This is an optimization exercise on Yosys and OpenROAD, whose aim is a short achievable clock period and few clock cycles, not a production implementation.
The RTL was checked by simulation tests, not by an equivalence proof against the original design.
Power and IR drop assume default switching activity.

Design Pipeline_CPU, start of the top module:
module Pipeline_CPU( clk_i, rst_n, imem_addr_o, imem_data_i,
                     dmem_addr_o, dmem_wdata_o, dmem_we_o, dmem_re_o, dmem_rdata_i );
clock: 7.0 ns
lec_check: 0
abc_clock_period_in_ps: 2000
cap_margin: 20
core_margin: 2
core_utilization: 40
place_density: 0.6
setup_slack_margin: 4.6
slew_margin: 20
standard.sh (not shown) runs the stock make flow with config.mk's settings and CLKGATE_MAP_FILE= SYNTH_SCRIPT=/design/flow/synth_recipe.tcl, a recipe that flattens the netlist after the stock synthesis.
==> flow/flow/run.sh <==
#!/bin/bash
# Standard synthesis, then the combinational logic re-mapped by ABC for
# delay (registers untouched), then the standard layout from floorplan on.
set -euo pipefail
R=$PWD/orfs/results/$FLOW_PLATFORM/Pipeline_CPU/base
LIB=$FLOW_HOME/platforms/$FLOW_PLATFORM/lib/sky130_fd_sc_hd__tt_025C_1v80.lib

bash standard.sh $R/1_2_yosys.v > synth.log 2>&1
cp $R/1_2_yosys.v $PWD/std_synth.v
sed -e "s|@LIB@|$LIB|g" -e "s|@IN@|$PWD/std_synth.v|" -e "s|@OUT@|$R/1_2_yosys.v|" \
    -e "s|@TOP@|$FLOW_TOP|" -e "s|@ABC@|$PWD/flow/remap.abc|" flow/remap.ys.in > remap.ys
yosys -q -l remap.log remap.ys > remap.out 2>&1
bash standard.sh > layout.log 2>&1
==> flow/flow/remap.abc <==
strash
dch -f
map -D 1500
topo
buffer -p
upsize -D 1500
dnsize -D 1500
stime -p
Other scripts of this flow, unchanged in this note and not shown: flow/flow/remap.ys.in
The starting point finished with timing, DRC and antenna clean.
Testbench counts at the start, summed over its fixed seeds: cycles 17,747.
Then changed:
==> flow/flow/remap.abc (replaced) <==
strash
dch -f
map -D 800
topo
buffer -p
upsize -D 800
dnsize -D 800
stime -p
=> The new run produced a clean layout. Power came out lower by 0.50%. Die area came out higher by 2.0%. Sequential share of layout area came out higher by 0.68 points. Worst hold slack stays flat. Worst setup slack improved by 0.096 ns. Core utilization came out lower by 2.7 points.

* * *

Pipeline_CPU, a different RTL version from the one above (not shown whole).
For scale: about 1800 cells after synthesis, ~270 flip-flops.
Settings: LEC_CHECK=0, CAP_MARGIN=20, CORE_MARGIN=2, CORE_UTILIZATION=40, PLACE_DENSITY=0.6, SLEW_MARGIN=20; clock period 7.0 ns.
run.sh (not shown) runs the stock make flow with config.mk's settings and CLKGATE_MAP_FILE= SYNTH_SCRIPT=/design/flow/synth_recipe.tcl, a recipe that flattens the netlist after the stock synthesis.
Stock flow here: none of the scripts above is used.
The first run ran to the end with no violations.
Testbench counts at the start, summed over its fixed seeds: cycles 17,747.
Rerun with:
Settings changed: ABC_CLOCK_PERIOD_IN_PS set to 2000, SETUP_SLACK_MARGIN set to 4.6.
=>
- The new run went through all stages and came out clean
- sequential cell count does not change
- clock-buffer cell count increases by 17
- synthesized cell count is unchanged
- wire length climbs by 20%
- non-clock buffer count grows by 221
- first-iteration DRC count grows by about 20%
- register-to-register slack improved by 1.2 ns

* * *

== v21 ==
The RTL this note starts from:
==> flow/design.v <==
module ks_add #(parameter W = 16) (a, b, cin, s, cout);
input  [W-1:0] a;
input  [W-1:0] b;
input          cin;
output [W-1:0] s;
output         cout;
reg [W:0] G, P, Gn, Pn;
integer i, d;
always @(*) begin
    G = {a & b, cin};
    P = {a ^ b, 1'b0};
    for (d = 1; d <= W; d = d * 2) begin
        Gn = G;
        Pn = P;
        for (i = d; i <= W; i = i + 1) begin
            Gn[i] = G[i] | (P[i] & G[i-d]);
            Pn[i] = P[i] & P[i-d];
        end
        G = Gn;
        P = Pn;
    end
end
assign s    = (a ^ b) ^ G[W-1:0];
assign cout = G[W];
endmodule
module Pipeline_CPU( clk_i, rst_n, imem_addr_o, imem_data_i,
                     dmem_addr_o, dmem_wdata_o, dmem_we_o, dmem_re_o, dmem_rdata_i );
input         clk_i;
input         rst_n;
output [15:0] imem_addr_o;
input  [15:0] imem_data_i;
output [15:0] dmem_addr_o;
output [15:0] dmem_wdata_o;
output        dmem_we_o;
output        dmem_re_o;
input  [15:0] dmem_rdata_i;
reg  [14:0] pc;           
reg         d_v;          
reg  [15:0] d_ir;
reg  [14:0] d_pcp;        
reg         d_pt;         
reg  [7:1]  d_rs, d_rt;   
reg  [7:1]  d_wd;         
reg  [15:0] e_a, e_b;     
reg  [7:0]  e_sel;        
reg         e_ld;
reg  [7:1]  e_wd_q;       
reg         e_br_q;
reg         e_kill;       
wire [7:1]  e_wd = e_kill ? 7'd0 : e_wd_q;
wire        e_br = e_br_q & ~e_kill;
reg         e_inv;        
reg  [14:0] e_alt;        
reg  [15:0] m_addr, m_wdata;
reg         m_we, m_re;
reg  [15:0] rf [1:7];
reg         stall;        
wire        mis;
wire [15:0] res;
wire [15:0] fi    = imem_data_i;
wire [2:0]  f_op  = fi[15:13];
wire        f_j   = (f_op == 3'd7);
wire        f_beq = (f_op == 3'd5);
wire        f_bne = (f_op == 3'd6);
wire        f_eqf = (fi[12:10] == fi[9:7]);
wire        f_pt  = (f_beq & (f_eqf | fi[6])) | (f_bne & ~f_eqf);
wire [14:0] pcq;
ks_add #(15) u_finc (.a(pc), .b(15'd0), .cin(1'b1), .s(pcq), .cout());
wire [7:0]  f_lo;
wire [7:0]  f_up   = pcq[14:7];
wire [7:0]  f_upp, f_upm;
ks_add #(7) u_flo  (.a(pcq[6:0]), .b(fi[6:0]), .cin(1'b0), .s(f_lo[6:0]),  .cout(f_lo[7]));
ks_add #(8) u_fupp (.a(f_up), .b(8'h00), .cin(1'b1), .s(f_upp), .cout());
ks_add #(8) u_fupm (.a(f_up), .b(8'hff), .cin(1'b0), .s(f_upm), .cout());
wire [7:0]  f_hi   = (fi[6] == f_lo[7])  ? f_up : (f_lo[7]  ? f_upp : f_upm);
wire [14:0] f_bt   = {f_hi, f_lo[6:0]};
wire [14:0] f_jt   = {pcq[14:13], fi[12:0]};
wire [14:0] f_npc  = f_j ? f_jt  : (f_pt ? f_bt  : pcq);
wire        f_r    = (f_op == 3'd0);
wire        f_wr   = (f_op == 3'd0) | (f_op == 3'd1) | (f_op == 3'd2) | (f_op == 3'd3);
wire [2:0]  f_dn   = f_r ? fi[6:4] : fi[9:7];
wire        f_urs  = (f_op != 3'd2) & ~f_j;                    
wire        f_urt  = f_r | (f_op == 3'd4) | f_beq | f_bne;     
wire [7:0]  f_rs1h = 8'd1 << fi[12:10];
wire [7:0]  f_rt1h = 8'd1 << fi[9:7];
wire [7:0]  f_wd1h = 8'd1 << f_dn;
always @(posedge clk_i or negedge rst_n) begin
    if (!rst_n) begin
        pc     <= 15'd0;
        d_v    <= 1'b0;
    end else if (mis) begin
        pc     <= e_alt;
        d_v    <= 1'b0;
    end else if (!stall) begin
        pc     <= f_npc;
        d_v    <= ~f_j;
    end
end
always @(posedge clk_i) begin
    if (!stall) begin
        d_ir  <= fi;
        d_pcp <= pcq;
        d_pt  <= f_pt;
        d_rs  <= f_urs ? f_rs1h[7:1] : 7'd0;
        d_rt  <= f_urt ? f_rt1h[7:1] : 7'd0;
        d_wd  <= f_wr  ? f_wd1h[7:1] : 7'd0;
    end
end
assign imem_addr_o = {pc, 1'b0};
wire [2:0] op = d_ir[15:13];
wire [3:0] fn = d_ir[3:0];
wire [15:0] sext = {{9{d_ir[6]}}, d_ir[6:0]};
wire is_r   = (op == 3'd0);
wire is_ai  = (op == 3'd1);
wire is_lui = (op == 3'd2);
wire is_lw  = (op == 3'd3);
wire is_sw  = (op == 3'd4);
wire is_br  = (op == 3'd5) | (op == 3'd6);
reg [15:0] rs_v, rt_v;
integer i;
always @(*) begin
    rs_v = 16'd0;
    rt_v = 16'd0;
    for (i = 1; i < 8; i = i + 1) begin
        rs_v = rs_v | ({16{d_rs[i]}} & rf[i]);
        rt_v = rt_v | ({16{d_rt[i]}} & rf[i]);
    end
end
wire hit_s = |(d_rs & e_wd);
wire hit_t = |(d_rt & e_wd);
wire f_mem = (f_op == 3'd3) | (f_op == 3'd4);
always @(posedge clk_i or negedge rst_n) begin
    if (!rst_n)
        stall <= 1'b0;
    else
        stall <= ~mis & ~stall & d_v & f_mem & |(f_rs1h[7:1] & d_wd);
end
wire go = d_v & ~stall & ~mis;
reg [7:0] sel;
always @(*) begin
    sel = 8'd0;
    if (is_r) begin
        if (fn[3] == 1'b0) sel[fn[2:0]] = 1'b1;
    end else if (is_ai | is_lui)
        sel[0] = 1'b1;
end
wire [15:0] b_imm  = is_lui ? {1'b0, d_ir[6:0], 8'd0} : sext;
wire        b_isim = is_ai | is_lui;
wire [14:0] d_bt;
ks_add #(15) u_dbt  (.a(d_pcp), .b(sext[14:0]), .cin(1'b0), .s(d_bt),  .cout());
wire [14:0] d_alt  = d_pt ? d_pcp : d_bt;
wire [15:0] d_addr;
ks_add #(16) u_agu  (.a(rs_v), .b(sext), .cin(1'b0), .s(d_addr), .cout());
always @(posedge clk_i or negedge rst_n) begin
    if (!rst_n) begin
        e_wd_q <= 7'd0;
        e_br_q <= 1'b0;
        e_kill <= 1'b0;
        m_we <= 1'b0;
        m_re <= 1'b0;
    end else begin
        e_wd_q <= (d_v & ~stall) ? d_wd : 7'd0;
        e_br_q <= d_v & ~stall & is_br;
        e_kill <= mis;
        m_we <= go & is_sw;
        m_re <= go & is_lw;
    end
end
always @(posedge clk_i) begin
    e_a    <= hit_s ? res : rs_v;
    e_b    <= b_isim ? b_imm : (hit_t ? res : rt_v);
    e_sel  <= sel;
    e_ld   <= is_lw;
    e_inv  <= op[1] ^ d_pt;
    e_alt  <= d_alt;
    m_addr  <= d_addr;
    m_wdata <= hit_t ? res : rt_v;
end
wire [15:0] a = e_a;
wire [15:0] b = e_b;
wire [15:0] sum, dif;
ks_add #(16) u_sum (.a(a), .b(b),  .cin(1'b0), .s(sum), .cout());
ks_add #(16) u_dif (.a(a), .b(~b), .cin(1'b1), .s(dif), .cout());
wire        lt  = (a[15] ^ b[15]) ? a[15] : dif[15];
assign res = ({16{e_sel[0]}} & sum)
           | ({16{e_sel[1]}} & dif)
           | ({16{e_sel[2]}} & (a & b))
           | ({16{e_sel[3]}} & (a | b))
           | ({16{e_sel[4]}} & ~(a | b))
           | ({16{e_sel[5]}} & {15'd0, lt})
           | ({16{e_sel[6]}} & {b[14:0], 1'b0})
           | ({16{e_sel[7]}} & {1'b0, b[15:1]})
           | ({16{e_ld}}     & dmem_rdata_i);
assign mis = e_br & ((a == b) ^ e_inv);
always @(posedge clk_i or negedge rst_n) begin
    if (!rst_n) begin
        rf[1] <= 16'd0; rf[2] <= 16'd0; rf[3] <= 16'd0; rf[4] <= 16'd0;
        rf[5] <= 16'd0; rf[6] <= 16'd0; rf[7] <= 16'd0;
    end else begin
        for (i = 1; i < 8; i = i + 1)
            if (e_wd[i]) rf[i] <= res;
    end
end
assign dmem_addr_o  = m_addr;
assign dmem_wdata_o = m_wdata;
assign dmem_we_o    = m_we;
assign dmem_re_o    = m_re;
endmodule
clock: 7.0 ns
lec_check: 0
abc_clock_period_in_ps: 2000
cap_margin: 20
core_margin: 2
core_utilization: 55
place_density: 0.75
setup_slack_margin: 4.6
slew_margin: 20
standard.sh (not shown) runs the stock make flow with config.mk's settings and CLKGATE_MAP_FILE= SYNTH_SCRIPT=/design/flow/synth_recipe.tcl, a recipe that flattens the netlist after the stock synthesis.
Scripts as last shown in full above: flow/flow/run.sh
Other scripts of this flow, unchanged in this note and not shown: flow/flow/remap.abc, flow/flow/remap.ys.in
Every stage of the flow completed for v21, and the final layout passed the timing, DRC and antenna checks.
Testbench counts of v21, summed over its fixed seeds: cycles 17,747.
Inputs modified between v21 and v25:
- an added CTS_CLUSTER_SIZE of 24
- an added CTS_CLUSTER_DIAMETER of 90
- a change of CORE_UTILIZATION from 55 to 40
- a change of PLACE_DENSITY from 0.75 to 0.6
Results
In the metrics for v25 and v21, the one carrying the lower share of cell area taken by multi-input logic gates is v21. v25 vs v21 on top fanout value on the critical path: v25 is the lower one. On worst path setup slack after routing: v25 sits above v21. The core of v25 is less densely filled than that of v21. Against v21, the final cell area of v25 is lower.

-- afterwards: timing with drivers on the ports --
The flow's constraints put no driver on any port. The routed layouts listed below were extracted and timed again, unchanged, in two steps.
Step 1 sets driving cells, clkbuf_16 on the clock port and buf_2 on the other inputs (assumed; they add their load-dependent delay and slew).
Step 2 times the ports against the registers' clock, not the clock port: input delays grow and output delays shrink by t, the midpoint of the rising clock arrivals with the driver on.
Slacks: ideal / step 1 / step 2; pairs: ideal / step 1.
run | t (ns) | setup slack, ns | worst hold slack (ns) | clock arrival spread, ns | pins driven straight from the clock port
the first run of note 1 | 0.589 | 4.210 / 4.210 / 3.638 | 0.439 / 0.439 / 0.439 | 0.026 / 0.026 | 1
the second run of note 1 | 0.607 | 4.306 / 4.304 / 3.697 | 0.439 / 0.439 / 0.439 | 0.037 / 0.037 | 1
the first run of note 2 | 0.613 | 2.265 / 2.265 / 1.953 | 0.438 / 0.438 / 0.438 | 0.021 / 0.020 | 1
the second run of note 2 | 0.587 | 3.507 / 3.507 / 3.022 | 0.415 / 0.415 / 0.415 | 0.036 / 0.037 | 1
v21 | 0.619 | 4.443 / 4.409 / 3.829 | 0.460 / 0.460 / 0.460 | 0.054 / 0.053 | 1
v25 | 0.583 | 4.457 / 4.400 / 3.911 | 0.473 / 0.473 / 0.473 | 0.026 / 0.026 | 1
After both steps every run listed still meets setup and hold. For v21, which loses most, drivers alone change the setup slack by -0.034 ns; drivers and shift together by -0.614 ns.
